This is an optimization exercise on Yosys and OpenROAD, whose aim is small area, not a production implementation. Where RTL was checked, it was by simulation tests only, not by an equivalence proof against the original. Function not checked in run 1: the RTL went through the layout flow alone. Power is estimated from default activity; no workload was simulated.

==> config.mk <==
export PLATFORM = sky130hd
export DESIGN_NAME = ToneGenerator
export DESIGN_NICKNAME = ToneGenerator
export VERILOG_FILES = /design/flow/design.v
export SDC_FILE = /design/flow/constraint.sdc
export NUM_CORES = 4
export LEC_CHECK = 0
export ABC_AREA = 1
export CAP_MARGIN = 20
export CORE_MARGIN = 2
export CORE_UTILIZATION = 40
export SLEW_MARGIN = 20
==> constraint.sdc <==
create_clock -name core_clock -period 20.0 [get_ports {clk}]
set_input_delay 4.0000 -clock core_clock [delete_from_list [all_inputs] [get_ports {clk}]]
set_output_delay 4.0000 -clock core_clock [all_outputs]
set_load 0.01 [all_outputs]
==> design.v <==
module ToneGenerator (S, clk, rst, out);
   input [3:0] S;
   input       clk;
   input       rst;
   output reg  out;
   reg [3:0] c16;
   always @(posedge clk) c16 <= rst ? 4'd0 : c16 + 4'd1;
   wire w2  = c16[0];
   wire w4  = &c16[1:0];
   wire w8  = &c16[2:0];
   wire w16 = &c16;
   reg  [1:0] c3;
   wire w3 = c3[1];
   always @(posedge clk) c3 <= (rst | w3) ? 2'd0 : {c3[0], ~c3[0]};
   reg  [3:0] c11;
   wire w11 = c11[2] & ~c11[3];
   always @(posedge clk) c11 <= (rst | w11) ? 4'd0 : {~c11[2], c11[1], ~c11[0], (~c11[2] & ~c11[3]) | (c11[2] & ~c11[3]) | (c11[2] & c11[3])};
   reg  [3:0] c13;
   wire w13 = c13[0] & c13[1] & c13[3];
   always @(posedge clk) c13 <= (rst | w13) ? 4'd0 : {~c13[2], ~c13[1], ~c13[0], (~c13[0] & c13[3]) | (c13[0] & ~c13[3])};
   reg  [4:0] c23;
   wire w23 = ~c23[1] & c23[2] & c23[4];
   always @(posedge clk) c23 <= (rst | w23) ? 5'd0 : {~c23[3], ~c23[2], ~c23[1], ~c23[0], (~c23[1] & c23[4]) | (c23[1] & ~c23[4])};
   reg  [4:0] c29;
   wire w29 = c29[0] & c29[1] & c29[2] & c29[4];
   always @(posedge clk) c29 <= (rst | w29) ? 5'd0 : {~c29[3], ~c29[2], ~c29[1], ~c29[0], (~c29[1] & c29[4]) | (c29[1] & ~c29[4])};
   reg  [5:0] c37;
   wire w37 = ~c37[0] & ~c37[1] & ~c37[2] & ~c37[3] & c37[5];
   always @(posedge clk) c37 <= (rst | w37) ? 6'd0 : {~c37[4], ~c37[3], ~c37[2], ~c37[1], ~c37[0], (~c37[0] & c37[5]) | (c37[0] & ~c37[5])};
   reg  [5:0] c41;
   wire w41 = ~c41[1] & c41[2] & ~c41[3] & ~c41[5];
   always @(posedge clk) c41 <= (rst | w41) ? 6'd0 : {~c41[4], ~c41[3], ~c41[2], ~c41[1], ~c41[0], (~c41[0] & c41[5]) | (c41[0] & ~c41[5])};
   reg  [5:0] c43;
   wire w43 = c43[0] & ~c43[3] & c43[4] & ~c43[5];
   always @(posedge clk) c43 <= (rst | w43) ? 6'd0 : {~c43[4], ~c43[3], ~c43[2], ~c43[1], ~c43[0], (~c43[0] & c43[5]) | (c43[0] & ~c43[5])};
   reg  [6:0] c71;
   wire w71 = ~c71[0] & ~c71[1] & ~c71[3] & c71[6];
   always @(posedge clk) c71 <= (rst | w71) ? 7'd0 : {~c71[5], ~c71[4], ~c71[3], ~c71[2], ~c71[1], ~c71[0], (~c71[1] & c71[6]) | (c71[1] & ~c71[6])};
   reg  [7:0] c131;
   wire w131 = ~c131[0] & ~c131[1] & c131[2] & c131[4] & c131[5] & c131[6];
   always @(posedge clk) c131 <= (rst | w131) ? 8'd0 : {~c131[6], ~c131[5], ~c131[4], ~c131[3], ~c131[2], ~c131[1], ~c131[0], (~c131[2] & c131[7]) | (c131[2] & ~c131[7])};
   reg  [7:0] c179;
   wire w179 = ~c179[0] & c179[1] & c179[2] & c179[3] & c179[4] & ~c179[5] & c179[7];
   always @(posedge clk) c179 <= (rst | w179) ? 8'd0 : {~c179[6], ~c179[5], ~c179[4], ~c179[3], ~c179[2], ~c179[1], ~c179[0], (~c179[2] & c179[7]) | (c179[2] & ~c179[7])};
   reg  [7:0] c239;
   wire w239 = c239[0] & c239[1] & ~c239[2] & ~c239[3] & ~c239[5] & ~c239[7];
   always @(posedge clk) c239 <= (rst | w239) ? 8'd0 : {~c239[6], ~c239[5], ~c239[4], ~c239[3], ~c239[2], c239[1], ~c239[0], ~(c239[1] ^ c239[6] ^ c239[7])};
   reg  [2:0] c7a;
   wire w7a = c7a[1] & ~c7a[2];
   always @(posedge clk) c7a <= (rst | w7a) ? 3'd0 : {~c7a[1], ~c7a[0], (~c7a[1] & ~c7a[2]) | (c7a[1] & ~c7a[2]) | (c7a[1] & c7a[2])};
   reg  [2:0] c7b;
   wire w7b = c7b[1] & ~c7b[2];
   always @(posedge clk) if (rst | (w7a & w7b)) c7b <= 3'd0; else if (w7a) c7b <= {~c7b[1], ~c7b[0], (~c7b[1] & ~c7b[2]) | (c7b[1] & ~c7b[2]) | (c7b[1] & c7b[2])};
   wire [12:1] tick;
   assign tick[1]  = w16 & w71;                  
   assign tick[2]  = w4 & w11 & w23;             
   assign tick[3]  = w3 & w7a & w7b & w13;       
   assign tick[4]  = w13 & w131;                 
   assign tick[5]  = w37 & w41;                  
   assign tick[6]  = w8 & w179;                  
   assign tick[7]  = w4 & w11 & w29;             
   assign tick[8]  = w29 & w37;                  
   assign tick[9]  = w4 & w239;                  
   assign tick[10] = w2 & w11 & w41;             
   assign tick[11] = w23 & w37;                  
   assign tick[12] = w4 & w7a & w43;             
   reg [12:1] wave;
   always @(posedge clk) wave <= rst ? 12'd0 : wave ^ tick;
   wire [15:0] tone = {3'b000, wave, 1'b0};
   reg [5:0]  note;
   reg [19:0] count;
   reg [3:0]  ntone;
   reg [1:0]  ncls;
   always @(*)
     case (note)
       0:  begin ntone = 0;  ncls = 0; end
       1:  begin ntone = 11; ncls = 1; end
       2:  begin ntone = 10; ncls = 1; end
       3:  begin ntone = 9;  ncls = 0; end
       4:  begin ntone = 2;  ncls = 1; end
       5:  begin ntone = 8;  ncls = 1; end
       6:  begin ntone = 1;  ncls = 0; end
       7:  begin ntone = 12; ncls = 1; end
       8:  begin ntone = 7;  ncls = 1; end
       9:  begin ntone = 6;  ncls = 3; end
       10: begin ntone = 7;  ncls = 3; end
       11: begin ntone = 6;  ncls = 3; end
       12: begin ntone = 5;  ncls = 2; end
       13: begin ntone = 6;  ncls = 2; end
       14: begin ntone = 7;  ncls = 1; end
       15: begin ntone = 6;  ncls = 1; end
       16: begin ntone = 5;  ncls = 1; end
       17: begin ntone = 0;  ncls = 1; end
       18: begin ntone = 11; ncls = 1; end
       19: begin ntone = 10; ncls = 1; end
       20: begin ntone = 9;  ncls = 0; end
       21: begin ntone = 2;  ncls = 1; end
       22: begin ntone = 8;  ncls = 1; end
       23: begin ntone = 1;  ncls = 1; end
       24: begin ntone = 0;  ncls = 2; end
       25: begin ntone = 1;  ncls = 2; end
       26: begin ntone = 7;  ncls = 1; end
       27: begin ntone = 6;  ncls = 1; end
       28: begin ntone = 5;  ncls = 3; end
       29: begin ntone = 6;  ncls = 3; end
       30: begin ntone = 5;  ncls = 3; end
       31: begin ntone = 4;  ncls = 2; end
       32: begin ntone = 5;  ncls = 2; end
       33: begin ntone = 6;  ncls = 1; end
       34: begin ntone = 5;  ncls = 1; end
       35: begin ntone = 4;  ncls = 0; end
       default: begin ntone = 4'bxxxx; ncls = 2'bxx; end
     endcase
   reg last;
   always @(*)
     case (ncls)
       0: last = &{count[19:16], count[14], count[9], count[6]};           
       1: last = &{count[18:15], count[13], count[8], count[5]};           
       2: last = &{count[17:14], count[12], count[7], count[4]};           
       default: last = &{count[17], count[15], count[11], count[9:8], count[3], count[1:0]};  
     endcase
   wire [3:0] sel = S[3] ? ntone : {1'b0, S[2:0]};
   always @(posedge clk) begin
      if (rst) begin
         note  <= 6'd0;
         count <= 20'd0;
         out   <= 1'b0;
      end else if (S[3] & last) begin
         count <= 20'd0;
         note  <= (note == 6'd35) ? 6'd0 : note + 6'd1;
      end else begin
         if (S[3]) count <= count + 20'd1;
         out <= tone[sel];
      end
   end
endmodule
==> run.sh <==
#!/bin/bash
# synth_recipe.tcl (not shown) runs the flow's synth.tcl, then flattens the netlist and writes it again
# the make line also repeats each setting of config.mk as NAME=value (left out here)
make -C /OpenROAD-flow-scripts/flow DESIGN_CONFIG=/design/flow/config.mk WORK_HOME=/design/flow/orfs CLKGATE_MAP_FILE= SYNTH_SCRIPT=/design/flow/synth_recipe.tcl finish
==> flow_summary.json, run 1 <==
{
  "clk_pin_slew_worst_paths_ns": 0.06,
  "fin_worst_skew_ns": 0.00503,
  "antenna_found_initial": 0,
  "seq_area_mm2": 0.00248,
  "nets": 655,
  "start_kind": "input pin",
  "worstSetupPathDepth": 15,
  "drcViolationCount": 0,
  "max_slew_margin": 0.549,
  "yosysWarnings": 1,
  "cts_tree": "built",
  "fp.coreArea_mm2": 0.0120,
  "cap_violations": 0,
  "crit_fanout": 12,
  "reg2reg_depth": 17,
  "antenna_cells": 0,
  "path_class": "in -> reg",
  "synth.largest_area_cell": "dfxtp_1",
  "syn_area_mm2": 0.00489,
  "synthTopCellsByArea": "dfxtp_1, nor2_1, nand2_1",
  "crit_required_ns": 20.31,
  "holdPathStages": 1,
  "outcome": "timing/DRC/antenna clean",
  "ioPinCount": 7,
  "synth_top_area_share": 0.508,
  "drt_iter0_drc": 225,
  "fillers": 1142,
  "avgSynthCellArea_um2": 7.87,
  "path_delay_family": "simple AND/OR/NAND/NOR gates",
  "cp_num_buf_inv": 3,
  "holdWs_ns": 0.380,
  "dieArea_mm2": 0.0131,
  "pre_cts_ws_ns": 13.32,
  "grt_pass1_vias": 3570,
  "path_cells": "clkdlybuf4s50_1 -> inv_2 -> a21oi_4 -> nand2_4 -> nand2_1 -> nand3_1 -> ha_1 -> nor2_1 -> inv_1 -> nand4_1 -> nand2_1 -> nand2_1 -> nand3_1 -> nand3_1 -> nand2_1",
  "ctsResizeCount": 0,
  "reg2reg_slack_ns": 17.44,
  "critical-path-slowest-cell": "clkdlybuf4s50_1",
  "numCtsBuffers": 17,
  "arrival_ns": 6.61,
  "stdcell_count": 799,
  "port_buffers": 6,
  "multi_input_area_mm2": 0.00211,
  "synth_edf_count": 0,
  "rsz0062_at_grt": "no",
  "vdd_ir_drop_max_mv": 0.0768,
  "clockBufferDepth": 2,
  "period_share": 0.315,
  "r2r-start": "count[0]",
  "area_growth_pct": 17.4,
  "max_stage_delay_ns": 0.74,
  "die_width_um": 115,
  "drt_pass1_iterations": 4,
  "clock_sinks": 124,
  "min_path_type": "reg -> reg",
  "grt_util_all_layers": 0.156,
  "syn_nets": 636,
  "dp.cells": 768,
  "wire_per_inst_um": 11.7,
  "worstMarginPinSlew_ns": 0.675,
  "clk_latency_ns": 0.41,
  "start_util": 0.409,
  "synthCells": 621,
  "seq_area_frac_synth": 0.508,
  "dp_hpwl_um": 6610,
  "ys_seq_elements": 124,
  "min-delay-start": "c23[3]",
  "htree_levels": 4,
  "r2r_end": "ntone[0]",
  "async_flop_share": 0,
  "grt_overflow_total": 0,
  "setup_ws_ns": 13.70,
  "dpl_cell_area_mm2": 0.00512,
  "slew_viol_final": 0,
  "ant_nets": 0,
  "fmax_mhz": 159,
  "grt_max_degree": 27,
  "cp-end-kind": "flop",
  "rows": 40,
  "die_y_um": 115,
  "fin_setup_tns_ns": 0,
  "worst_path_most_repeated_cell": "nand2_1",
  "setup_viol": 0,
  "grt_pass1_wl_um": 16200,
  "hold_end": "c23[4]",
  "drt_wl_total_um": 9340,
  "final_area_mm2": 0.00574,
  "clockRootBuffer": "clkbuf_16",
  "cts_setup_buffers": 0,
  "layout-drive-gt1-share": 0.0859,
  "route.vias.total": 3849,
  "cts.hold.buffers_added": 0,
  "min_period_ns": 6.30,
  "finalHoldViolCount": 0,
  "p_leak_nw": 2.38,
  "synth_ff_type": "dfxtp_1",
  "viasPerCell": 4.82,
  "yosysUniqueCellTypes": 34,
  "power.density_mw_per_mm2": 108,
  "gp_congestion": 0.854
}
==> cell type report <==
| type | count | area share |
|---|---|---|
| Sequential cell | 124 | 0.432 |
| Multi-Input combinational cell | 420 | 0.368 |
| Clock buffer | 20 | 0.0796 |
| Inverter | 69 | 0.0453 |
| Tap cell | 147 | 0.0320 |
| Clock inverter | 11 | 0.0292 |
| Timing Repair Buffer | 8 | 0.0131 |
==> sequential cells by signal, indices dropped and copies added (netlist names) <==
| signal | flops |
|---|---|
| c11 | 4 |
| c13 | 4 |
| c131 | 8 |
| c16 | 4 |
| c179 | 8 |
| c23 | 5 |
| c239 | 8 |
| c29 | 5 |
| c3 | 2 |
| c37 | 6 |
| c41 | 6 |
| c43 | 6 |
| c71 | 7 |
| c7a | 3 |
| c7b | 3 |
| count | 20 |
| ncls | 2 |
| note | 6 |
| ntone | 4 |
| out | 1 |
| wave | 12 |
==> report_power, final <==
group | leakage (nW) | switching [W] | internal, W | total (W)
combinational | 1.05 | 0.0000159 | 0.0000107 | 0.0000266
sequential | 1.02 | 0.00000807 | 0.000264 | 0.000272
clock | 0.302 | 0.000107 | 0.000214 | 0.000321
==> cell usage after synthesis, drive strengths merged (3+ instances only) <==
| cell | number |
|---|---|
| nand3 | 35 |
| a31oi | 3 |
| ha | 9 |
| xor2 | 11 |
| o21ai | 30 |
| nor3 | 12 |
| nor4 | 5 |
| clkbuf | 7 |
| inv | 68 |
| nand4 | 14 |
| nand3b | 3 |
| nor2 | 135 |
| xnor2 | 17 |
| or2 | 6 |
| nand2 | 108 |
| dfxtp | 124 |
| a21oi | 26 |
==> routing by layer <==
metal  global-route usage  routed length (um)  vias to the layer above
met1                0.198                4660                     1742
li1                     -                   -                     2021
met2                0.236                4100                       66
met5                    0                   0                        -
met4               0.0699                 172                        0
met3               0.0577                 405                       20
==> worst max path at each step <==
stage / endpoint / slack [ns] / from
global route: ntone[0] / 13.45 / S[3]
detailed placement: ntone[0] / 13.32 / S[3]
finish: ntone[0] / 13.70 / S[3]
CTS: ntone[0] / 13.74 / S[3]
floorplan: ntone[0] / 14.43 / rst
global placement: ntone[0] / 13.42 / S[3]
==> placed cells by master (no fill, tap or decap), types with 2 or more instances in the layout <==
master,instances
nor2_1,135
dfxtp_1,124
nand2_1,106
inv_1,62
nand3_1,31
o21ai_0,25
a21oi_1,23
xnor2_1,17
clkbuf_16,17
nand4_1,14
nor3_1,12
xor2_1,11
ha_1,9
inv_2,6
or2_2,6
clkdlybuf4s50_1,6
nor4_1,5
clkinv_2,4
o21ai_1,4
bufinv_16,4
nand3_2,3
a21oi_4,3
a31oi_1,3
nand3b_1,2
clkbuf_8,2
clkinv_4,2
clkinvlp_4,2
buf_4,2
==> through the flow <==
stage	util	total power [W]
5_1_grt	0.480	0.000644
4_1_cts	0.480	0.000627
6_report	0.480	0.000619
2_1_floorplan	-	0.000295
3_5_place_dp	0.428	0.000304
3_3_place_gp	0.428	0.000302
==> cells by family (layout without fill, tap and decap cells) <==
kind of cell,after synthesis,after routing,synth area share
fa+ha+maj,9,9,0.0230
flops,124,124,0.508
simple gates,322,322,0.287
xor+xnor,28,28,0.0502
compound gates,61,61,0.0719
buf+inv,77,108,0.0596
==> run 2: changes to the inputs <==
--- a/design.v
+++ b/design.v
@@ -69,48 +69,11 @@
    wire [15:0] tone = {3'b000, wave, 1'b0};
    reg [5:0]  note;
    reg [19:0] count;
-   reg [3:0]  ntone;
-   reg [1:0]  ncls;
-   always @(*)
-     case (note)
-       0:  begin ntone = 0;  ncls = 0; end
-       1:  begin ntone = 11; ncls = 1; end
-       2:  begin ntone = 10; ncls = 1; end
-       3:  begin ntone = 9;  ncls = 0; end
-       4:  begin ntone = 2;  ncls = 1; end
-       5:  begin ntone = 8;  ncls = 1; end
-       6:  begin ntone = 1;  ncls = 0; end
-       7:  begin ntone = 12; ncls = 1; end
-       8:  begin ntone = 7;  ncls = 1; end
-       9:  begin ntone = 6;  ncls = 3; end
-       10: begin ntone = 7;  ncls = 3; end
-       11: begin ntone = 6;  ncls = 3; end
-       12: begin ntone = 5;  ncls = 2; end
-       13: begin ntone = 6;  ncls = 2; end
-       14: begin ntone = 7;  ncls = 1; end
-       15: begin ntone = 6;  ncls = 1; end
-       16: begin ntone = 5;  ncls = 1; end
-       17: begin ntone = 0;  ncls = 1; end
-       18: begin ntone = 11; ncls = 1; end
-       19: begin ntone = 10; ncls = 1; end
-       20: begin ntone = 9;  ncls = 0; end
-       21: begin ntone = 2;  ncls = 1; end
-       22: begin ntone = 8;  ncls = 1; end
-       23: begin ntone = 1;  ncls = 1; end
-       24: begin ntone = 0;  ncls = 2; end
-       25: begin ntone = 1;  ncls = 2; end
-       26: begin ntone = 7;  ncls = 1; end
-       27: begin ntone = 6;  ncls = 1; end
-       28: begin ntone = 5;  ncls = 3; end
-       29: begin ntone = 6;  ncls = 3; end
-       30: begin ntone = 5;  ncls = 3; end
-       31: begin ntone = 4;  ncls = 2; end
-       32: begin ntone = 5;  ncls = 2; end
-       33: begin ntone = 6;  ncls = 1; end
-       34: begin ntone = 5;  ncls = 1; end
-       35: begin ntone = 4;  ncls = 0; end
-       default: begin ntone = 4'bxxxx; ncls = 2'bxx; end
-     endcase
+   localparam [35:0] T0 = 36'h55695554a, T1 = 36'h22c2cef16,
+                     T2 = 36'hffc01ff80, T3 = 36'h0005c00ae,
+                     K0 = 36'h67cefcfb6, K1 = 36'h1f3003e00;
+   wire [3:0] ntone = {T3[note], T2[note], T1[note], T0[note]};
+   wire [1:0] ncls  = {K1[note], K0[note]};
    reg last;
    always @(*)
      case (ncls)
==> flow/run.sh (new file) <==
#!/bin/bash
# Own layout flow. The standard synthesis runs unchanged; then the
# combinational cells of its netlist are re-mapped for area with ABC while
# every register instance is kept as it is (same names and cells). Floorplan,
# placement, CTS and routing are the standard ones, with smaller clock-tree
# buffers, no dummy clock loads and buf_1 port buffers.
set -euo pipefail
W=$(pwd)
F=$W/flow
R=$W/orfs/results/$FLOW_PLATFORM/ToneGenerator/base
LIB=$FLOW_HOME/platforms/$FLOW_PLATFORM/lib/sky130_fd_sc_hd__tt_025C_1v80.lib
YOSYS=$(command -v yosys || echo /OpenROAD-flow-scripts/tools/install/yosys/bin/yosys)

bash standard.sh synth > $W/1_standard_synth.log 2>&1
cp $R/1_2_yosys.v $W/standard_netlist.v

sed -e "s|@LIB@|$LIB|g" -e "s|@IN@|$W/standard_netlist.v|" -e "s|@OUT@|$W/reopt_netlist.v|" \
    -e "s|@ABC@|$F/area.abc|" $F/reopt.ys > $W/reopt_run.ys
$YOSYS -s $W/reopt_run.ys > $W/2_reopt.log 2>&1
cp $W/reopt_netlist.v $R/1_2_yosys.v
rm -f $R/1_synth.odb $R/1_synth.sdc
bash standard.sh synth > $W/3_synth_odb.log 2>&1

export CTS_ARGS="$(cat $F/cts_args)"
export BUFFER_PORTS_ARGS="-buffer_cell sky130_fd_sc_hd__buf_1"
bash standard.sh finish > $W/4_finish.log 2>&1
==> flow/area.abc (new file) <==
strash; balance -l; resub -K 6 -l; rewrite -l; resub -K 6 -N 2 -l; refactor -l; resub -K 8 -l; balance -l; resub -K 8 -N 2 -l; rewrite -l; resub -K 10 -l; rewrite -z -l; resub -K 10 -N 2 -l; balance -l; resub -K 12 -l; refactor -z -l; resub -K 12 -N 2 -l; rewrite -z -l; balance -l; dch -f; amap
==> flow/cts_args (new file) <==
-sink_clustering_enable -repair_clock_nets -dont_use_dummy_load -buf_list sky130_fd_sc_hd__clkbuf_4 -sink_clustering_size 20
==> flow/reopt.ys (new file) <==
read_liberty -ignore_miss_func @LIB@
blackbox sky130_fd_sc_hd__*df* sky130_fd_sc_hd__*dl* sky130_fd_sc_hd__*probe* sky130_fd_sc_hd__*lpflow*
read_verilog @IN@
hierarchy -top ToneGenerator
flatten
opt_clean
abc -liberty @LIB@ -dont_use *lpflow* -dont_use *probe* -script @ABC@
opt_clean -purge
hilomap -singleton -hicell sky130_fd_sc_hd__conb_1 HI -locell sky130_fd_sc_hd__conb_1 LO
splitnets
opt_clean -purge
hierarchy -top ToneGenerator
stat -liberty @LIB@
write_verilog -noattr -noexpr -nohex -nodec @OUT@
==> standard.sh (new file) <==
#!/bin/bash
# synth_recipe.tcl (not shown) runs the flow's synth.tcl, then flattens the netlist and writes it again
# the make line also repeats each setting of config.mk as NAME=value (left out here)
make -C /OpenROAD-flow-scripts/flow DESIGN_CONFIG=/design/flow/config.mk WORK_HOME=/design/flow/orfs CLKGATE_MAP_FILE= SYNTH_SCRIPT=/design/flow/synth_recipe.tcl "${@:-finish}"
--- a/config.mk
+++ b/config.mk
@@ -5,7 +5,6 @@
 export SDC_FILE = /design/flow/constraint.sdc
 export NUM_CORES = 4
 export LEC_CHECK = 0
-export ABC_AREA = 1
 export CAP_MARGIN = 20
 export CORE_MARGIN = 2
 export CORE_UTILIZATION = 40
removed: run.sh
==> run 2 against run 1 <==
Net effect: sequential share of layout area is 10 points higher; critical endpoint is now count[18]; still clean; register-to-register slack worse by 1.1 ns; via count is 16% lower; clock power is 66% lower; power is 37% lower; routed wire length is 22% lower; critical path depth is 3 higher.
==> flow_summary.json, run 2 <==
{
  "critical-path-slowest-cell": "nor3_1",
  "grt_max_degree": 49,
  "rows": 36,
  "dpl_cell_area_mm2": 0.00430,
  "cts_setup_buffers": 0,
  "worstMarginPinSlew_ns": 0.786,
  "synthCells": 479,
  "top_regs": "count x20, wave x12",
  "antenna_found_initial": 0,
  "cp-end-kind": "flop",
  "die_width_um": 105,
  "start_kind": "input pin",
  "holdPathStages": 1,
  "most-common-layout-cells": "nor2_1, dfxtp_1, clkinv_1, nand2_1, nor3_1",
  "fillers": 961,
  "utilization": 0.449,
  "yosysWarnings": 1,
  "max_stage_delay_ns": 0.35,
  "ctsResizeCount": 0,
  "hold_end": "c13[3]",
  "worst_path_most_repeated_cell": "nand2_1",
  "fp.coreArea_mm2": 0.00986,
  "path_class": "in -> reg",
  "port_buffers": 6,
  "reg2reg_slack_ns": 16.38,
  "arrival_ns": 6.79,
  "r2r_end": "out",
  "fin_setup_tns_ns": 0,
  "route.vias.total": 3242,
  "min_period_ns": 6.46,
  "final_area_mm2": 0.00443,
  "clock_sinks": 118,
  "drt_iter0_drc": 150,
  "layout-drive-gt1-share": 0.0378,
  "ant_nets": 0,
  "avgSynthCellArea_um2": 8.56,
  "setup_viol": 0,
  "syn_nets": 485,
  "drt_pass1_iterations": 6,
  "clk_pin_slew_worst_paths_ns": 0.07,
  "path_cells": "buf_1 -> nand2_1 -> clkinv_1 -> and3_1 -> nand2_1 -> clkinv_1 -> and3_1 -> nand2_1 -> nor3_1 -> and3_1 -> nand2_1 -> nor2_1 -> nand2_1 -> nor2_1 -> clkinv_1 -> nor3_1 -> and2_0 -> nor3_1",
  "clockBufferDepth": 2,
  "fin_worst_skew_ns": 0.0277,
  "grt_pass1_vias": 2946,
  "stdcell_count": 636,
  "crit_required_ns": 20.33,
  "gp_congestion": 0.913,
  "syn_area_mm2": 0.00410,
  "dieArea_mm2": 0.0111,
  "clockRootBuffer": "clkbuf_4",
  "max_slew_margin": 0.469,
  "fmax_mhz": 155,
  "grt_util_all_layers": 0.147,
  "min-delay-start": "c13[2]",
  "drt_wl_total_um": 7320,
  "reg2reg_depth": 13,
  "area_growth_pct": 7.93,
  "dp.cells": 619,
  "grt_overflow_total": 0,
  "die_y_um": 105,
  "cap_violations": 0,
  "grt_pass1_wl_um": 13100,
  "largest_register_ffs": 20,
  "nets": 511,
  "wire_per_inst_um": 11.5,
  "r2r-start": "note[4]",
  "finalHoldViolCount": 0,
  "rsz0062_at_grt": "no",
  "cp_num_buf_inv": 4,
  "clk_latency_ns": 0.50,
  "power.density_mw_per_mm2": 87.5,
  "top_register": "count",
  "slew_viol_final": 0,
  "p_leak_nw": 1.61,
  "antenna_cells": 0,
  "numCtsBuffers": 17,
  "cts_tree": "built",
  "outcome": "timing/DRC/antenna clean",
  "period_share": 0.323,
  "dp_hpwl_um": 5090,
  "min_path_type": "reg -> reg",
  "vdd_ir_drop_max_mv": 0.0438,
  "viasPerCell": 5.10,
  "final_common_cell": "nor2_1",
  "drcViolationCount": 0,
  "ioPinCount": 7,
  "path_delay_family": "simple AND/OR/NAND/NOR gates",
  "htree_levels": 4,
  "start_util": 0.416,
  "cts.hold.buffers_added": 0,
  "crit_fanout": 4
}
[run 2: worst max-delay path by stage]
stage          depth (start not counted)  startpoint   endpoint
2_1_floorplan                         17        S[3]  count[18]
3_3_place_gp                          18        S[3]  count[18]
3_5_place_dp                          18        S[3]  count[18]
4_1_cts                               18        S[3]  count[18]
5_1_grt                               19        S[3]  count[19]
6_report                              18        S[3]  count[18]
[run 2: where the power goes]
group / leakage, nW / switching, W / internal, W
Clock: 0.0782 / 0.0000692 / 0.0000389
Combinational: 0.555 / 0.0000137 / 0.00000846
Sequential: 0.975 / 0.00000721 / 0.000250
Total: 1.61 / 0.0000901 / 0.000297
[run 2: final cells by class]
class | count | area (um^2) | share of cell area
Inverter | 42 | 158 | 0.0356
Timing Repair Buffer | 7 | 31.3 | 0.00707
Sequential cell | 118 | 2360 | 0.534
Tap cell | 133 | 166 | 0.0376
Multi-Input combinational cell | 319 | 1580 | 0.357
Clock buffer | 17 | 128 | 0.0288
[run 2: per-layer routing]
metal,GRT usage,part of all wire
met1,0.192,0.50
met2,0.218,0.43
met3,0.0600,0.061
met4,0.0495,0.014
met5,0,0
[run 2: metrics by stage]
| stage | hold WS [ns] | setup WS [ns] | power, W |
|---|---|---|---|
| global placement | 0.370 | 13.26 | 0.000284 |
| global route | 0.379 | 13.21 | 0.000409 |
| finish | 0.370 | 13.54 | 0.000387 |
| CTS | 0.370 | 13.59 | 0.000392 |
| detailed placement | 0.372 | 13.07 | 0.000285 |
| floorplan | 0.367 | 13.62 | 0.000277 |
==> run 3: changes to the inputs <==
--- a/design.v
+++ b/design.v
@@ -66,23 +66,33 @@
    assign tick[12] = w4 & w7a & w43;             
    reg [12:1] wave;
    always @(posedge clk) wave <= rst ? 12'd0 : wave ^ tick;
-   wire [15:0] tone = {3'b000, wave, 1'b0};
    reg [5:0]  note;
    reg [19:0] count;
-   localparam [35:0] T0 = 36'h55695554a, T1 = 36'h22c2cef16,
-                     T2 = 36'hffc01ff80, T3 = 36'h0005c00ae,
-                     K0 = 36'h67cefcfb6, K1 = 36'h1f3003e00;
-   wire [3:0] ntone = {T3[note], T2[note], T1[note], T0[note]};
-   wire [1:0] ncls  = {K1[note], K0[note]};
+   wire [5:0] nnext;
+   assign nnext[0] = (~note[0]);
+   assign nnext[1] = (note[0] & ~note[1]) | (~note[0] & note[1]);
+   assign nnext[2] = (~note[0] & note[2]) | (~note[1] & note[2]) | (note[0] & note[1] & ~note[2] & ~note[5]);
+   assign nnext[3] = (~note[1] & note[3]) | (~note[0] & note[3]) | (~note[2] & note[3]) | (note[0] & note[1] & note[2] & ~note[3]);
+   assign nnext[4] = (~note[3] & note[4]) | (~note[1] & note[4]) | (~note[2] & note[4]) | (~note[0] & note[4]) | (note[0] & note[1] & note[2] & note[3] & ~note[4]);
+   assign nnext[5] = (~note[0] & note[5]) | (~note[1] & note[5]) | (note[0] & note[1] & note[2] & note[3] & note[4]);
+   wire [3:0] nsel;
+   assign nsel[0] = (~note[0] & note[1] & note[3]) | (~note[0] & note[5]) | (~note[0] & note[3] & ~note[4]) | (note[1] & note[2] & ~note[3] & ~note[4]) | (~note[0] & note[2] & note[3]) | (note[0] & note[1] & note[2] & ~note[3]) | (note[0] & ~note[1] & ~note[2] & note[3] & note[4]) | (~note[0] & ~note[1] & ~note[2] & ~note[3] & note[4]);
+   assign nsel[1] = (~note[1] & note[2] & ~note[3]) | (note[1] & note[3] & ~note[4]) | (note[0] & ~note[1] & note[2]) | (note[1] & ~note[2] & note[3]) | (~note[2] & note[3] & ~note[4]) | (note[0] & note[1] & ~note[4] & ~note[5]) | (note[0] & ~note[1] & note[5]) | (~note[0] & note[2] & ~note[3] & note[4]);
+   assign nsel[2] = ~((note[0] & ~note[3] & note[4]) | (~note[0] & ~note[3] & ~note[4] & ~note[5]) | (~note[1] & ~note[2] & note[3] & note[4]) | (note[1] & note[2] & ~note[3] & note[4]) | (note[0] & ~note[1] & note[2] & ~note[3]));
+   assign nsel[3] = (note[1] & ~note[2] & ~note[3] & ~note[5]) | (note[0] & ~note[3] & ~note[4] & ~note[5]) | (~note[0] & note[2] & ~note[3] & note[4]);
+   wire [1:0] ncls;
+   assign ncls[0] = ~((~note[3] & ~note[5]) | (note[1] & note[5]) | (note[1] & note[2] & ~note[4]) | (note[1] & ~note[2] & note[4]) | (note[0] & note[5]) | (~note[0] & ~note[1] & ~note[2] & note[3] & ~note[4]));
+   assign ncls[1] = (~note[1] & note[2] & note[3] & ~note[4]) | (~note[1] & ~note[2] & note[3] & note[4]) | (~note[0] & ~note[1] & ~note[2] & ~note[3] & ~note[4]) | (note[0] & note[1] & ~note[2] & ~note[3] & ~note[4]) | (~note[0] & ~note[1] & note[2] & ~note[3] & note[4]) | (note[0] & note[1] & note[2] & note[3] & note[4]) | (~note[0] & note[1] & note[2] & ~note[3] & ~note[4]);
    reg last;
    always @(*)
      case (ncls)
-       0: last = &{count[19:16], count[14], count[9], count[6]};           
-       1: last = &{count[18:15], count[13], count[8], count[5]};           
-       2: last = &{count[17:14], count[12], count[7], count[4]};           
-       default: last = &{count[17], count[15], count[11], count[9:8], count[3], count[1:0]};  
+       2'd0: last = &{count[18], count[17], count[16], count[15], count[13], count[8], count[5]};  
+       2'd1: last = &{count[17], count[15], count[11], count[9], count[8], count[3], count[1], count[0]};  
+       2'd2: last = &{count[19], count[18], count[17], count[16], count[14], count[9], count[6]};  
+       default: last = &{count[17], count[16], count[15], count[14], count[12], count[7], count[4]};  
      endcase
-   wire [3:0] sel = S[3] ? ntone : {1'b0, S[2:0]};
+   wire [15:0] tmux = {wave[12], wave[9], 1'b0, wave[11], 1'b0, wave[8], 1'b0, wave[10], wave[7], wave[6], wave[5], wave[4], wave[3], wave[2], wave[1], 1'b0};
+   wire [3:0] sel = S[3] ? nsel : {1'b0, S[2:0]};
    always @(posedge clk) begin
       if (rst) begin
          note  <= 6'd0;
@@ -90,10 +100,10 @@
          out   <= 1'b0;
       end else if (S[3] & last) begin
          count <= 20'd0;
-         note  <= (note == 6'd35) ? 6'd0 : note + 6'd1;
+         note  <= nnext;
       end else begin
          if (S[3]) count <= count + 20'd1;
-         out <= tone[sel];
+         out <= tmux[sel];
       end
    end
 endmodule
==> run 3 against run 2 <==
Net effect: maximum frequency fell by 3.9%; global-route usage is 0.54 points lower; synthesized area decreased by 0.61%; clock power hardly changed; power is 0.29% lower; critical endpoint unchanged; largest power group unchanged.
==> flow_summary.json, run 3 <==
{
  "setup_viol": 0,
  "cts_setup_buffers": 0,
  "cts_tree": "built",
  "path_cells": "buf_1 -> clkinv_1 -> nor2_1 -> nand2_1 -> nor2_1 -> nand2_1 -> nor2_1 -> nand2_1 -> nor2_1 -> nand2_1 -> nor2_1 -> nand2_1 -> nor2_1 -> nand2_1 -> nor2_1 -> nand2_1 -> nor2_1 -> nand2_1 -> nor3_1 -> nor3_1",
  "grt_util_all_layers": 0.141,
  "ctsResizeCount": 0,
  "clock_sinks": 118,
  "layout-drive-gt1-share": 0.0382,
  "ioPinCount": 7,
  "yosysWarnings": 1,
  "period_share": 0.336,
  "rows": 36,
  "fmax_mhz": 149,
  "gp_congestion": 0.883,
  "route.vias.total": 3162,
  "vdd_ir_drop_max_mv": 0.0296,
  "clk_latency_ns": 0.47,
  "die_y_um": 105,
  "cts.hold.buffers_added": 0,
  "ant_nets": 0,
  "most-common-layout-cells": "nor2_1, dfxtp_1, clkinv_1, nand2_1, a211oi_1",
  "p_leak_nw": 1.58,
  "dp_hpwl_um": 5010,
  "crit_fanout": 7,
  "drt_wl_total_um": 7200,
  "grt_overflow_total": 0,
  "wire_per_inst_um": 11.4,
  "antenna_found_initial": 0,
  "syn_nets": 479,
  "dieArea_mm2": 0.0110,
  "area_growth_pct": 7.98,
  "htree_levels": 4,
  "antenna_cells": 0,
  "synthCells": 473,
  "utilization": 0.448,
  "critical-path-slowest-cell": "nor3_1",
  "grt_pass1_vias": 2859,
  "grt_pass1_wl_um": 12500,
  "avgSynthCellArea_um2": 8.62,
  "drt_pass1_iterations": 4,
  "clk_pin_slew_worst_paths_ns": 0.10,
  "port_buffers": 6,
  "worstMarginPinSlew_ns": 0.879,
  "stdcell_count": 630,
  "slew_viol_final": 0,
  "numCtsBuffers": 17,
  "largest_register_ffs": 20,
  "clockRootBuffer": "clkbuf_4",
  "cp-end-kind": "flop",
  "drcViolationCount": 0,
  "fin_setup_tns_ns": 0,
  "final_common_cell": "nor2_1",
  "clockBufferDepth": 2,
  "max_slew_margin": 0.409,
  "top_regs": "count x20, wave x12",
  "die_width_um": 105,
  "crit_required_ns": 20.32,
  "top_register": "count",
  "path_class": "in -> reg",
  "finalHoldViolCount": 0,
  "arrival_ns": 7.04,
  "power.density_mw_per_mm2": 87.7,
  "grt_max_degree": 48,
  "fillers": 1001,
  "rsz0062_at_grt": "no",
  "start_util": 0.415,
  "outcome": "timing/DRC/antenna clean",
  "fin_worst_skew_ns": 0.0410,
  "start_kind": "input pin",
  "min_path_type": "reg -> reg",
  "viasPerCell": 5.02,
  "fp.coreArea_mm2": 0.00982,
  "syn_area_mm2": 0.00408,
  "max_stage_delay_ns": 0.24,
  "min_period_ns": 6.72,
  "cap_violations": 0,
  "nets": 505,
  "dp.cells": 613,
  "drt_iter0_drc": 131
}
==> run 3: per-stage QoR <==
stage	instance area (um^2)	total power, W	hold WS [ns]	setup slack [ns]
after CTS	4400	0.000392	0.362	13.35
after global placement	4270	0.000284	0.369	12.98
after detailed placement	4270	0.000285	0.371	12.85
final	4400	0.000386	0.356	13.28
after floorplan	4080	0.000277	0.367	13.55
after global routing	4400	0.000407	0.393	12.79
==> run 3: metal layers <==
layer / routed length [um] / vias to the layer above / share of wire / GRT usage
li1: - / 1668 / - / -
met1: 3680 / 1434 / 0.51 / 0.181
met2: 3160 / 51 / 0.44 / 0.215
met3: 272 / 9 / 0.038 / 0.0512
met4: 79 / 0 / 0.011 / 0.0600
met5: 0 / - / 0 / 0
==> run 3: layout make-up <==
class | count | area [um^2] | area share
flip-flops and latches | 118 | 2360 | 0.537
repair buffers | 7 | 31.3 | 0.00711
inverters | 44 | 165 | 0.0375
multi-input cells | 311 | 1550 | 0.352
clock buffers | 17 | 128 | 0.0290
well taps | 133 | 166 | 0.0378
==> run 3: power breakdown <==
part	switching, W	leakage [nW]	internal [W]	total, W
combinational	0.0000135	0.530	0.00000830	0.0000218
clock	0.0000684	0.0782	0.0000389	0.000107
sequential	0.00000722	0.975	0.000250	0.000257
==> run 3: worst paths after layout <==
kind | endpoint | cells after the start | start | slack (ns)
setup / recovery | count[18] | 20 | S[3] | 13.28
hold / removal | c37[5] | 1 | c37[4] | 0.36
setup reg to reg | note[5] | 16 | note[0] | 16.46
hold reg to reg | c37[5] | 1 | c37[4] | 0.36
==> run 3: critical path: cells and delay by family <==
kind / cells / cell delay [ns]
buf+inv: 2 / 0.40
simple gates: 18 / 2.62
==> run 4: changes to the inputs <==
==> flow/run.sh (replaced) <==
#!/bin/bash
# Own layout flow. The standard synthesis runs unchanged; then the
# combinational cells of its netlist are re-synthesized for area with ABC
# (three &deepsyn seeds, the smallest result is kept) while every register
# instance stays as it is (same names and cells). Floorplan, placement, CTS
# and routing are the standard ones, with clkbuf_4 clock-tree buffers, no
# dummy clock loads and buf_1 port buffers. Each tool logs to its own file.
set -euo pipefail
W=$(pwd)
F=$W/flow
R=$W/orfs/results/$FLOW_PLATFORM/ToneGenerator/base
LIB=$FLOW_HOME/platforms/$FLOW_PLATFORM/lib/sky130_fd_sc_hd__tt_025C_1v80.lib
YOSYS=$(command -v yosys || echo /OpenROAD-flow-scripts/tools/install/yosys/bin/yosys)

bash standard.sh synth > $W/1_standard_synth.log 2>&1
cp $R/1_2_yosys.v $W/standard_netlist.v

for s in 1 2 3; do
  sed -e "s|@SEED@|$s|" $F/area.abc > $W/area_$s.abc
  sed -e "s|@LIB@|$LIB|g" -e "s|@IN@|$W/standard_netlist.v|" -e "s|@OUT@|$W/reopt_$s.v|" \
      -e "s|@ABC@|$W/area_$s.abc|" $F/reopt.ys > $W/reopt_$s.ys
  $YOSYS -s $W/reopt_$s.ys > $W/2_reopt_$s.log 2>&1 &
done
wait
best=""; besta=""
for s in 1 2 3; do
  a=$(grep "Chip area" $W/2_reopt_$s.log | tail -1 | awk '{print $NF}')
  echo "seed $s: $a" >> $W/2_reopt_choice.log
  if [[ -n "$a" && -s $W/reopt_$s.v ]] && { [[ -z "$besta" ]] || awk -v a="$a" -v b="$besta" 'BEGIN{exit !(a<b)}'; }; then
    best=$s; besta=$a
  fi
done
echo "chosen: seed $best ($besta)" >> $W/2_reopt_choice.log
cp $W/reopt_$best.v $R/1_2_yosys.v
rm -f $R/1_synth.odb $R/1_synth.sdc
bash standard.sh synth > $W/3_synth_odb.log 2>&1

export CTS_ARGS="$(cat $F/cts_args)"
export BUFFER_PORTS_ARGS="-buffer_cell sky130_fd_sc_hd__buf_1"
bash standard.sh finish > $W/4_finish.log 2>&1
==> flow/area.abc (replaced) <==
strash; balance -l; resub -K 6 -l; rewrite -l; resub -K 6 -N 2 -l; refactor -l; resub -K 8 -l; balance -l; resub -K 8 -N 2 -l; rewrite -l; resub -K 10 -l; rewrite -z -l; resub -K 10 -N 2 -l; balance -l; resub -K 12 -l; refactor -z -l; resub -K 12 -N 2 -l; rewrite -z -l; balance -l; &get -n; &deepsyn -S @SEED@ -T 120; &put; dch -f; amap
==> run 4 against run 3 <==
Net effect: clock power barely moved; sequential power barely moved; via count fell by 2.7%; die area fell by 1.0%; worst hold slack improved by 0.019 ns; sequential cell count did not move; synthesized cell count fell by 2.5%; count of clock-buffer cells in the layout did not move; global-route usage rose by 0.15 points; clock skew fell by 0.0044 ns; critical path type unchanged; largest cell class unchanged; highest routed layer unchanged.
==> flow_summary.json, run 4 <==
{
  "min_period_ns": 6.34,
  "grt_max_degree": 52,
  "worstMarginPinSlew_ns": 1.10,
  "clk_latency_ns": 0.49,
  "outcome": "timing/DRC/antenna clean",
  "cap_violations": 0,
  "dieArea_mm2": 0.0109,
  "cts.hold.buffers_added": 0,
  "grt_overflow_total": 0,
  "clockBufferDepth": 2,
  "min_path_type": "reg -> reg",
  "wire_per_inst_um": 11.5,
  "utilization": 0.446,
  "viasPerCell": 4.98,
  "path_delay_family": "simple AND/OR/NAND/NOR gates",
  "start_kind": "input pin",
  "ioPinCount": 7,
  "period_share": 0.317,
  "drt_iter0_drc": 160,
  "fp.coreArea_mm2": 0.00977,
  "yosysWarnings": 1,
  "slew_viol_final": 0,
  "drt_wl_total_um": 7120,
  "port_buffers": 6,
  "p_leak_nw": 1.59,
  "fin_worst_skew_ns": 0.0366,
  "path_cells": "buf_1 -> and3_1 -> nand2_1 -> nor2_1 -> and3_1 -> and3_1 -> nand2_1 -> nor2_1 -> nand2_1 -> nor2_1 -> and2_0 -> nand2_1 -> nor2_1 -> nand2_1 -> nor3_1 -> nor2_1 -> nor3_1",
  "most-common-layout-cells": "nor2_1, dfxtp_1, clkinv_1, nand2_1, nor3_1",
  "antenna_found_initial": 0,
  "finalHoldViolCount": 0,
  "vdd_ir_drop_max_mv": 0.0603,
  "fin_setup_tns_ns": 0,
  "arrival_ns": 6.73,
  "final_area_mm2": 0.00436,
  "syn_area_mm2": 0.00403,
  "layout-drive-gt1-share": 0.0392,
  "max_stage_delay_ns": 0.25,
  "ant_nets": 0,
  "ctsResizeCount": 0,
  "htree_levels": 4,
  "power.density_mw_per_mm2": 88.6,
  "rsz0062_at_grt": "no",
  "largest_register_ffs": 20,
  "grt_util_all_layers": 0.143,
  "clock_sinks": 118,
  "area_growth_pct": 8.06,
  "die_width_um": 104,
  "top_regs": "count x20, wave x12",
  "clk_pin_slew_worst_paths_ns": 0.10,
  "setup_viol": 0,
  "dpl_cell_area_mm2": 0.00423,
  "synthCells": 461,
  "fmax_mhz": 158,
  "drcViolationCount": 0,
  "grt_pass1_wl_um": 12500,
  "rows": 36,
  "numCtsBuffers": 17,
  "nets": 493,
  "crit_fanout": 4,
  "antenna_cells": 0,
  "max_slew_margin": 0.259,
  "drt_pass1_iterations": 4,
  "crit_required_ns": 20.39,
  "avgSynthCellArea_um2": 8.75,
  "grt_pass1_vias": 2861,
  "cp-end-kind": "flop",
  "gp_congestion": 0.942,
  "critical-path-slowest-cell": "and3_1",
  "syn_nets": 467,
  "top_register": "count",
  "cts_setup_buffers": 0,
  "dp_hpwl_um": 4950,
  "cp_num_buf_inv": 1,
  "clockRootBuffer": "clkbuf_4",
  "die_y_um": 104,
  "start_util": 0.413,
  "cts_tree": "built",
  "path_class": "in -> reg",
  "route.vias.total": 3076,
  "final_common_cell": "nor2_1"
}
[run 4: worst paths after layout]
path         slack [ns]     from  cells past startpoint   endpoint
min                0.38   c71[4]                      1     c71[5]
min reg2reg        0.38   c71[4]                      1     c71[5]
max reg2reg       16.52  note[1]                     15  count[18]
max               13.66     S[3]                     17  count[18]
[run 4: through the flow]
step / hold WS [ns] / total power (W) / setup WS, ns / instances
floorplan: 0.367 / 0.000277 / 13.74 / 461
global placement: 0.369 / 0.000283 / 13.34 / 601
detailed placement: 0.371 / 0.000284 / 13.19 / 601
CTS: 0.379 / 0.000393 / 13.71 / 618
global route: 0.386 / 0.000407 / 13.25 / 618
finish: 0.375 / 0.000386 / 13.66 / 618
[run 4: area by class of cell]
class                           instances  area (um^2)
Fill cell                             973         5420
Sequential cell                       118         2360
Multi-Input combinational cell        304         1530
Tap cell                              133          166
Inverter                               39          146
Clock buffer                           17          128
Timing Repair Buffer                    7         31.3
[run 4: routing by layer]
layer | wire length [um] | part of all wire | GRT usage | up-vias
li1 | - | - | - | 1633
met4 | 97 | 0.014 | 0.0569 | 0
met3 | 422 | 0.059 | 0.0620 | 10
met1 | 3510 | 0.49 | 0.178 | 1367
met2 | 3090 | 0.43 | 0.217 | 66
met5 | 0 | 0 | 0 | -
[run 4: power breakdown]
group	switching, W	internal [W]	total [W]
Combinational	0.0000129	0.00000813	0.0000211
Clock	0.0000691	0.0000388	0.000108
Sequential	0.00000740	0.000250	0.000257
Total	0.0000894	0.000297	0.000386
==> run 5: changes to the inputs <==
--- a/flow/run.sh
+++ b/flow/run.sh
@@ -1,7 +1,7 @@
 #!/bin/bash
 # Own layout flow. The standard synthesis runs unchanged; then the
 # combinational cells of its netlist are re-synthesized for area with ABC
-# (three &deepsyn seeds, the smallest result is kept) while every register
+# (three &deepsyn seeds run one after another, the smallest result is kept) while every register
 # instance stays as it is (same names and cells). Floorplan, placement, CTS
 # and routing are the standard ones, with clkbuf_4 clock-tree buffers, no
 # dummy clock loads and buf_1 port buffers. Each tool logs to its own file.
@@ -19,9 +19,8 @@
   sed -e "s|@SEED@|$s|" $F/area.abc > $W/area_$s.abc
   sed -e "s|@LIB@|$LIB|g" -e "s|@IN@|$W/standard_netlist.v|" -e "s|@OUT@|$W/reopt_$s.v|" \
       -e "s|@ABC@|$W/area_$s.abc|" $F/reopt.ys > $W/reopt_$s.ys
-  $YOSYS -s $W/reopt_$s.ys > $W/2_reopt_$s.log 2>&1 &
+  $YOSYS -s $W/reopt_$s.ys > $W/2_reopt_$s.log 2>&1
 done
-wait
 best=""; besta=""
 for s in 1 2 3; do
   a=$(grep "Chip area" $W/2_reopt_$s.log | tail -1 | awk '{print $NF}')
==> flow/area.abc (replaced) <==
strash; balance -l; resub -K 6 -l; rewrite -l; resub -K 6 -N 2 -l; refactor -l; resub -K 8 -l; balance -l; resub -K 8 -N 2 -l; rewrite -l; resub -K 10 -l; rewrite -z -l; resub -K 10 -N 2 -l; balance -l; resub -K 12 -l; refactor -z -l; resub -K 12 -N 2 -l; rewrite -z -l; balance -l; &get -n; &deepsyn -S @SEED@ -T 100; &put; dch -f; amap
==> run 5 against run 4 <==
Net effect: still clean; clock power is essentially flat; first-iteration DRC count unchanged; setup slack unchanged; core utilization did not move.
==> flow_summary.json, run 5 <==
{
  "outcome": "timing/DRC/antenna clean",
  "clockRootBuffer": "clkbuf_4",
  "ant_nets": 0,
  "fp.coreArea_mm2": 0.00977,
  "met1Wirelength_um": 3510,
  "dieArea_mm2": 0.0109,
  "min_period_ns": 6.34,
  "power.density_mw_per_mm2": 88.6,
  "p_seq_frac": 0.666,
  "rsz0062_at_grt": "no",
  "cp_num_buf_inv": 1,
  "path_cells": "buf_1 -> and3_1 -> nand2_1 -> nor2_1 -> and3_1 -> and3_1 -> nand2_1 -> nor2_1 -> nand2_1 -> nor2_1 -> and2_0 -> nand2_1 -> nor2_1 -> nand2_1 -> nor3_1 -> nor2_1 -> nor3_1",
  "grt_pass1_wl_um": 12500,
  "crit_fanout": 4,
  "top_regs": "count x20, wave x12",
  "setup_viol": 0,
  "start_util": 0.413,
  "htree_levels": 4,
  "cts_tree": "built",
  "cp-end-kind": "flop",
  "clk_latency_ns": 0.49,
  "synthCells": 461,
  "drcViolationCount": 0,
  "crit_required_ns": 20.39,
  "gp_congestion": 0.942,
  "arrival_ns": 6.73,
  "seq_area_mm2": 0.00236,
  "wire_per_inst_um": 11.5,
  "intPower_w": 0.000297,
  "wl_met2_um": 3090,
  "cap_violations": 0,
  "avgSynthCellArea_um2": 8.75,
  "multi_input_area_mm2": 0.00153,
  "cts_setup_buffers": 0,
  "route.vias.total": 3076,
  "dp_hpwl_um": 4950,
  "fmax_mhz": 158,
  "syn_area_mm2": 0.00403,
  "stdcell_count": 618,
  "antenna_found_initial": 0,
  "most-common-layout-cells": "nor2_1, dfxtp_1, clkinv_1, nand2_1, nor3_1",
  "clockBufferDepth": 2,
  "slew_viol_final": 0,
  "final_common_cell": "nor2_1",
  "grt_pass1_vias": 2861,
  "top_register": "count",
  "layout-drive-gt1-share": 0.0392,
  "fin_setup_tns_ns": 0,
  "min_path_type": "reg -> reg",
  "nets": 493,
  "fillers": 973,
  "start_kind": "input pin",
  "utilization": 0.446,
  "pwr-share-clk": 0.279,
  "wl_met3_um": 422,
  "ioPinCount": 7,
  "worstMarginPinSlew_ns": 1.10,
  "period_share": 0.317,
  "largest_register_ffs": 20,
  "antenna_cells": 0,
  "fin_worst_skew_ns": 0.0366,
  "path_class": "in -> reg",
  "max_stage_delay_ns": 0.25,
  "viasPerCell": 4.98,
  "yosysWarnings": 1,
  "vdd_ir_drop_max_mv": 0.0603,
  "rows": 36,
  "comb_power_share": 0.055,
  "grt_overflow_total": 0,
  "path_delay_family": "simple AND/OR/NAND/NOR gates",
  "switching_share": 0.232,
  "drt_wl_total_um": 7120,
  "clock_sinks": 118,
  "drt_iter0_drc": 160,
  "highest_layer": "met4",
  "max_slew_margin": 0.259,
  "clk_pin_slew_worst_paths_ns": 0.10,
  "port_buffers": 6,
  "switchingPower_w": 0.0000894,
  "p_leak_nw": 1.59,
  "die_y_um": 104,
  "cts.hold.buffers_added": 0,
  "grt_util_all_layers": 0.143,
  "finalHoldViolCount": 0,
  "dp.cells": 601,
  "die_width_um": 104,
  "critical-path-slowest-cell": "and3_1",
  "syn_nets": 467,
  "grt_max_degree": 52,
  "drt_pass1_iterations": 4,
  "ctsResizeCount": 0,
  "area_growth_pct": 8.06,
  "numCtsBuffers": 17
}
## run 5: cell counts in the layout (fill, tap and decap cells not counted)
No cell type changed its count.
## run 5: power by group through the flow
stage | Sequential [W] | Combinational (W) | Clock [W]
after global routing | 0.000259 | 0.0000250 | 0.000123
after floorplan | 0.000261 | 0.0000158 | 0
after detailed placement | 0.000263 | 0.0000216 | 0
after CTS | 0.000257 | 0.0000216 | 0.000114
after global placement | 0.000262 | 0.0000207 | 0
final | 0.000257 | 0.0000211 | 0.000108
## run 5: stage by stage
| stage | area, um^2 | hold slack, ns | worst slack (ns) | total power (W) |
|---|---|---|---|---|
| finish | 4360 | 0.375 | 13.66 | 0.000386 |
| global route | 4360 | 0.386 | 13.25 | 0.000407 |
| CTS | 4360 | 0.379 | 13.71 | 0.000393 |
| detailed placement | 4230 | 0.371 | 13.19 | 0.000284 |
| global placement | 4230 | 0.369 | 13.34 | 0.000283 |
| floorplan | 4030 | 0.367 | 13.74 | 0.000277 |
## run 5: worst paths after layout
check               to  cells after the start    start  slack [ns]
min reg2reg     c71[5]                      1   c71[4]        0.38
max reg2reg  count[18]                     15  note[1]       16.52
min             c71[5]                      1   c71[4]        0.38
max          count[18]                     17     S[3]       13.66
## run 5: area by class of cell
type                            count  share of cell area
Sequential cell                   118               0.542
Multi-Input combinational cell    304               0.350
Tap cell                          133              0.0382
Inverter                           39              0.0336
Clock buffer                       17              0.0293
Timing Repair Buffer                7             0.00718
## run 5: layer usage
metal / vias to the layer above / track usage
met3: 10 / 0.0620
li1: 1633 / -
met2: 66 / 0.217
met1: 1367 / 0.178
met5: - / 0
met4: 0 / 0.0569
==> run 6: changes to the inputs <==
--- a/flow/run.sh
+++ b/flow/run.sh
@@ -1,7 +1,7 @@
 #!/bin/bash
 # Own layout flow. The standard synthesis runs unchanged; then the
 # combinational cells of its netlist are re-synthesized for area with ABC
-# (three &deepsyn seeds run one after another, the smallest result is kept) while every register
+# (twelve &deepsyn seeds, four at a time; the smallest result is kept) while every register
 # instance stays as it is (same names and cells). Floorplan, placement, CTS
 # and routing are the standard ones, with clkbuf_4 clock-tree buffers, no
 # dummy clock loads and buf_1 port buffers. Each tool logs to its own file.
@@ -15,15 +15,20 @@
 bash standard.sh synth > $W/1_standard_synth.log 2>&1
 cp $R/1_2_yosys.v $W/standard_netlist.v
 
-for s in 1 2 3; do
+SEEDS="0 1 2 3 4 5 6 7 8 9 10 11"
+n=0
+for s in $SEEDS; do
   sed -e "s|@SEED@|$s|" $F/area.abc > $W/area_$s.abc
   sed -e "s|@LIB@|$LIB|g" -e "s|@IN@|$W/standard_netlist.v|" -e "s|@OUT@|$W/reopt_$s.v|" \
       -e "s|@ABC@|$W/area_$s.abc|" $F/reopt.ys > $W/reopt_$s.ys
-  $YOSYS -s $W/reopt_$s.ys > $W/2_reopt_$s.log 2>&1
+  $YOSYS -s $W/reopt_$s.ys > $W/2_reopt_$s.log 2>&1 &
+  n=$((n + 1))
+  if (( n % 4 == 0 )); then wait || true; fi
 done
+wait || true
 best=""; besta=""
-for s in 1 2 3; do
-  a=$(grep "Chip area" $W/2_reopt_$s.log | tail -1 | awk '{print $NF}')
+for s in $SEEDS; do
+  a=$(grep "Chip area" $W/2_reopt_$s.log | tail -1 | awk '{print $NF}' || true)
   echo "seed $s: $a" >> $W/2_reopt_choice.log
   if [[ -n "$a" && -s $W/reopt_$s.v ]] && { [[ -z "$besta" ]] || awk -v a="$a" -v b="$besta" 'BEGIN{exit !(a<b)}'; }; then
     best=$s; besta=$a
--- a/config.mk
+++ b/config.mk
@@ -5,7 +5,7 @@
 export SDC_FILE = /design/flow/constraint.sdc
 export NUM_CORES = 4
 export LEC_CHECK = 0
-export CAP_MARGIN = 20
+export CAP_MARGIN = 0
 export CORE_MARGIN = 2
 export CORE_UTILIZATION = 40
-export SLEW_MARGIN = 20
+export SLEW_MARGIN = 0
==> run 6 against run 5 <==
Net effect: still clean; first-iteration DRC count fell by 2.5%; count of clock-buffer cells in the layout did not move; setup slack got worse by 0.43 ns; sequential cell count did not move; largest power group unchanged.
==> flow_summary.json, run 6 <==
{
  "start_util": 0.411,
  "dp_hpwl_um": 5010,
  "drt_iter0_drc": 156,
  "power.density_mw_per_mm2": 88.9,
  "clk_pin_slew_worst_paths_ns": 0.12,
  "final_common_cell": "nor2_1",
  "route.vias.total": 3050,
  "cp-end-kind": "flop",
  "min-delay-start": "c29[3]",
  "clockRootBuffer": "clkbuf_4",
  "clk_latency_ns": 0.48,
  "reg2reg_depth": 18,
  "cts_tree": "built",
  "cts.hold.buffers_added": 0,
  "setup_ws_ns": 13.22,
  "crit_required_ns": 20.30,
  "setup_viol": 0,
  "dieArea_mm2": 0.0109,
  "clock_sinks": 118,
  "die_width_um": 104,
  "syn_area_mm2": 0.00402,
  "htree_levels": 4,
  "stdcell_count": 616,
  "crit_fanout": 7,
  "yosysWarnings": 1,
  "rows": 36,
  "ioPinCount": 7,
  "nets": 491,
  "finalHoldViolCount": 0,
  "grt_overflow_total": 0,
  "top_register": "count",
  "drcViolationCount": 0,
  "antenna_cells": 0,
  "ctsResizeCount": 0,
  "vdd_ir_drop_max_mv": 0.0372,
  "r2r_end": "note[5]",
  "reg2reg_slack_ns": 16.25,
  "p_leak_nw": 1.57,
  "utilization": 0.443,
  "fp.coreArea_mm2": 0.00977,
  "start_kind": "input pin",
  "dp.cells": 599,
  "cap_violations": 0,
  "max_slew_margin": 0.414,
  "period_share": 0.339,
  "clockBufferDepth": 2,
  "drt_pass1_iterations": 4,
  "drt_wl_total_um": 7070,
  "layout-drive-gt1-share": 0.0373,
  "grt_max_degree": 45,
  "min_period_ns": 6.78,
  "startpoint": "S[3]",
  "wire_per_inst_um": 11.5,
  "top_regs": "count x20, wave x12",
  "critical-path-slowest-cell": "nor3_1",
  "arrival_ns": 7.07,
  "grt_util_all_layers": 0.143,
  "grt_pass1_vias": 2852,
  "pre_cts_ws_ns": 12.83,
  "rsz0062_at_grt": "no",
  "antenna_found_initial": 0,
  "grt_pass1_wl_um": 12600,
  "fin_setup_tns_ns": 0,
  "synthCells": 460,
  "r2r-start": "note[4]",
  "viasPerCell": 4.95,
  "port_buffers": 6,
  "ant_nets": 0,
  "numCtsBuffers": 17,
  "avgSynthCellArea_um2": 8.73,
  "syn_nets": 466,
  "most-common-layout-cells": "nor2_1, dfxtp_1, clkinv_1, nand2_1, a211oi_1",
  "cts_setup_buffers": 0,
  "worstMarginPinSlew_ns": 0.879,
  "gp_congestion": 0.859,
  "area_growth_pct": 7.92,
  "min_path_type": "reg -> reg",
  "slew_viol_final": 0,
  "fmax_mhz": 148,
  "endpoint": "count[18]",
  "path_class": "in -> reg",
  "die_y_um": 104,
  "outcome": "timing/DRC/antenna clean",
  "fin_worst_skew_ns": 0.0459,
  "path_cells": "buf_1 -> clkinv_1 -> nor2_1 -> nand2_1 -> nor2_1 -> nand2_1 -> nor2_1 -> nand2_1 -> nor2_1 -> nand2_1 -> nor2_1 -> nand2_1 -> nor2_1 -> nand2_1 -> nor2_1 -> nand2_1 -> nor2_1 -> nand2_1 -> nor3_1 -> nor3_1",
  "max_stage_delay_ns": 0.24,
  "largest_register_ffs": 20
}
run 6: critical path, delay by kind of cell:
kind | cells | cell delay [ns]
buffers and inverters | 2 | 0.41
AND/OR/NAND/NOR | 18 | 2.66
run 6: layout make-up:
cell class	count	area (um^2)
Fill cell	969	5440
Sequential cell	118	2360
Multi-Input combinational cell	304	1510
Tap cell	133	166
Inverter	38	143
Clock buffer	17	128
Timing Repair Buffer	6	23.8
run 6: through the flow:
stage,hold WS (ns),power [W],cell area (um^2)
floorplan,0.367,0.000277,4020
global placement,0.370,0.000283,4210
detailed placement,0.372,0.000284,4210
CTS,0.342,0.000392,4330
global route,0.363,0.000406,4330
finish,0.343,0.000385,4330
run 6: worst min-delay path by stage:
stage,slack [ns],cells past startpoint,end
final,0.34,1,c29[4]
after CTS,0.34,1,c29[4]
after global placement,0.37,1,c71[3]
after global routing,0.36,1,c29[4]
after detailed placement,0.37,1,c11[1]
after floorplan,0.37,1,c13[3]
run 6: layer usage:
| metal | up-vias | wire length, um | track usage |
|---|---|---|---|
| li1 | 1621 | - | - |
| met1 | 1352 | 3590 | 0.188 |
| met2 | 65 | 3030 | 0.217 |
| met3 | 12 | 328 | 0.0476 |
| met4 | 0 | 129 | 0.0569 |
| met5 | - | 0 | 0 |
run 6: power breakdown:
group | internal (W) | switching [W] | leakage (nW) | total, W
clock | 0.0000389 | 0.0000682 | 0.0782 | 0.000107
combinational | 0.00000801 | 0.0000130 | 0.514 | 0.0000210
sequential | 0.000250 | 0.00000727 | 0.975 | 0.000257
total | 0.000297 | 0.0000885 | 1.57 | 0.000385
==> run 7: changes to the inputs <==
--- a/config.mk
+++ b/config.mk
@@ -5,7 +5,7 @@
 export SDC_FILE = /design/flow/constraint.sdc
 export NUM_CORES = 4
 export LEC_CHECK = 0
-export CAP_MARGIN = 0
+export CAP_MARGIN = 20
 export CORE_MARGIN = 2
 export CORE_UTILIZATION = 40
-export SLEW_MARGIN = 0
+export SLEW_MARGIN = 20
==> run 7 against run 6 <==
Net effect: cell count unchanged; clock skew unchanged; routed wire length unchanged; power unchanged; sequential share of layout area unchanged; critical endpoint unchanged.
==> flow_summary.json, run 7 <==
{
  "outcome": "timing/DRC/antenna clean",
  "port_buffers": 6,
  "worstMarginPinSlew_ns": 0.879,
  "crit_fanout": 7,
  "final_common_cell": "nor2_1",
  "path_class": "in -> reg",
  "slew_viol_final": 0,
  "clockRootBuffer": "clkbuf_4",
  "cts_tree": "built",
  "nets": 491,
  "fmax_mhz": 148,
  "seq_area_mm2": 0.00236,
  "p_leak_nw": 1.57,
  "antenna_found_initial": 0,
  "antenna_cells": 0,
  "cts.hold.buffers_added": 0,
  "grt_overflow_total": 0,
  "vdd_ir_drop_max_mv": 0.0372,
  "fin_setup_tns_ns": 0,
  "top_regs": "count x20, wave x12",
  "fin_worst_skew_ns": 0.0459,
  "largest_register_ffs": 20,
  "drt_pass1_iterations": 4,
  "top_register": "count",
  "yosysWarnings": 1,
  "clk_latency_ns": 0.48,
  "ant_nets": 0,
  "avgSynthCellArea_um2": 8.73,
  "finalHoldViolCount": 0,
  "power.density_mw_per_mm2": 88.9,
  "r2r-start": "note[4]",
  "setup_viol": 0,
  "clockBufferDepth": 2,
  "grt_max_degree": 45,
  "drt_wl_total_um": 7070,
  "ctsResizeCount": 0,
  "min_path_type": "reg -> reg",
  "most-common-layout-cells": "nor2_1, dfxtp_1, clkinv_1, nand2_1, a211oi_1",
  "wire_per_inst_um": 11.5,
  "area_growth_pct": 7.92,
  "min-delay-start": "c29[3]",
  "startpoint": "S[3]",
  "utilization": 0.443,
  "start_kind": "input pin",
  "grt_pass1_wl_um": 12600,
  "clk_pin_slew_worst_paths_ns": 0.12,
  "grt_util_all_layers": 0.143,
  "route.vias.total": 3050,
  "rsz0062_at_grt": "no",
  "die_y_um": 104,
  "viasPerCell": 4.95,
  "cap_violations": 0,
  "gp_congestion": 0.859,
  "syn_nets": 466,
  "crit_required_ns": 20.30,
  "dp_hpwl_um": 5010,
  "multi_input_area_mm2": 0.00151,
  "fillers": 969,
  "syn_area_mm2": 0.00402,
  "drcViolationCount": 0,
  "numCtsBuffers": 17,
  "die_width_um": 104,
  "synthCells": 460,
  "period_share": 0.339,
  "rows": 36,
  "arrival_ns": 7.07,
  "cp-end-kind": "flop",
  "clock_sinks": 118,
  "layout-drive-gt1-share": 0.0373,
  "grt_pass1_vias": 2852,
  "fp.coreArea_mm2": 0.00977,
  "ioPinCount": 7,
  "max_slew_margin": 0.414,
  "dieArea_mm2": 0.0109,
  "min_period_ns": 6.78,
  "cts_setup_buffers": 0,
  "htree_levels": 4,
  "start_util": 0.411,
  "drt_iter0_drc": 156
}
-- run 7: critical path, cell delays in order --
cell and delay, ns:
buf_1 0.19, clkinv_1 0.22, nor2_1 0.21, nand2_1 0.10, nor2_1 0.17, nand2_1 0.11, nor2_1 0.17, nand2_1 0.11
nor2_1 0.17, nand2_1 0.10, nor2_1 0.17, nand2_1 0.11, nor2_1 0.18, nand2_1 0.11, nor2_1 0.17, nand2_1 0.12
nor2_1 0.19, nand2_1 0.13, nor3_1 0.24, nor3_1 0.10
-- run 7: path summary, 6_finish.rpt --
| path | to | slack (ns) | cells past startpoint |
|---|---|---|---|
| worst min register to register | c29[4] | 0.34 | 1 |
| worst min-delay path | c29[4] | 0.34 | 1 |
| worst max-delay path | count[18] | 13.22 | 20 |
| worst max register to register | note[5] | 16.25 | 18 |
-- run 7: metal layers --
| layer | share of wire | GRT usage | vias to the layer above |
|---|---|---|---|
| li1 | - | - | 1621 |
| met4 | 0.018 | 0.0569 | 0 |
| met2 | 0.43 | 0.217 | 65 |
| met3 | 0.046 | 0.0476 | 12 |
| met1 | 0.51 | 0.188 | 1352 |
| met5 | 0 | 0 | - |
-- run 7: area by class of cell --
type,count,share of cell area
sequential,118,0.545
multi-input combinational,304,0.349
tap,133,0.0384
inverter,38,0.0329
clock buffer,17,0.0295
timing repair buffer,6,0.00549
-- run 7: where the power goes --
| group | internal, W | switching (W) | total (W) |
|---|---|---|---|
| sequential | 0.000250 | 0.00000727 | 0.000257 |
| clock | 0.0000389 | 0.0000682 | 0.000107 |
| combinational | 0.00000801 | 0.0000130 | 0.0000210 |
-- run 7: stage by stage --
| stage | std cells | setup slack (ns) | hold slack (ns) | power (W) | area, um^2 |
|---|---|---|---|---|---|
| after floorplan | 460 | 13.57 | 0.367 | 0.000277 | 4020 |
| after global placement | 599 | 13.04 | 0.370 | 0.000283 | 4210 |
| after detailed placement | 599 | 12.83 | 0.372 | 0.000284 | 4210 |
| after CTS | 616 | 13.30 | 0.342 | 0.000392 | 4330 |
| after global routing | 616 | 12.68 | 0.363 | 0.000406 | 4330 |
| final | 616 | 13.22 | 0.343 | 0.000385 | 4330 |

[static timing again, ports no longer ideal]
The flow's constraints put no driver on any port. The routed layouts listed below were extracted and timed again, unchanged, in two steps.
Step 1, drivers: a clkbuf_16 drives clk and a buf_2 each remaining input, both assumed.
Step 2 moves the port delays by t, midway between the first and last clock arrival at a register: inputs arrive t later, outputs are due t later. That takes back most of the time a late clock gives input paths.
Slacks: ideal ports / drivers / drivers and shift; pairs: ideal ports / drivers.
run | shift t [ns] | setup WS [ns] | hold slack, ns | worst data-port slew with drivers (ns)
run 1 | 0.447 | 13.704 / 13.714 / 13.267 | 0.380 / 0.380 / 0.380 | 0.03
run 2 | 0.508 | 13.542 / 13.552 / 13.044 | 0.370 / 0.370 / 0.370 | 0.03
run 3 | 0.480 | 13.281 / 13.285 / 12.805 | 0.356 / 0.356 / 0.356 | 0.03
run 4 | 0.503 | 13.656 / 13.661 / 13.158 | 0.375 / 0.375 / 0.375 | 0.03
run 5 | 0.503 | 13.656 / 13.661 / 13.158 | 0.375 / 0.375 / 0.375 | 0.03
run 6 | 0.487 | 13.225 / 13.227 / 12.740 | 0.343 / 0.343 / 0.343 | 0.03
run 7 | 0.487 | 13.225 / 13.227 / 12.740 | 0.343 / 0.343 / 0.343 | 0.03
After both steps every run listed still meets setup and hold.
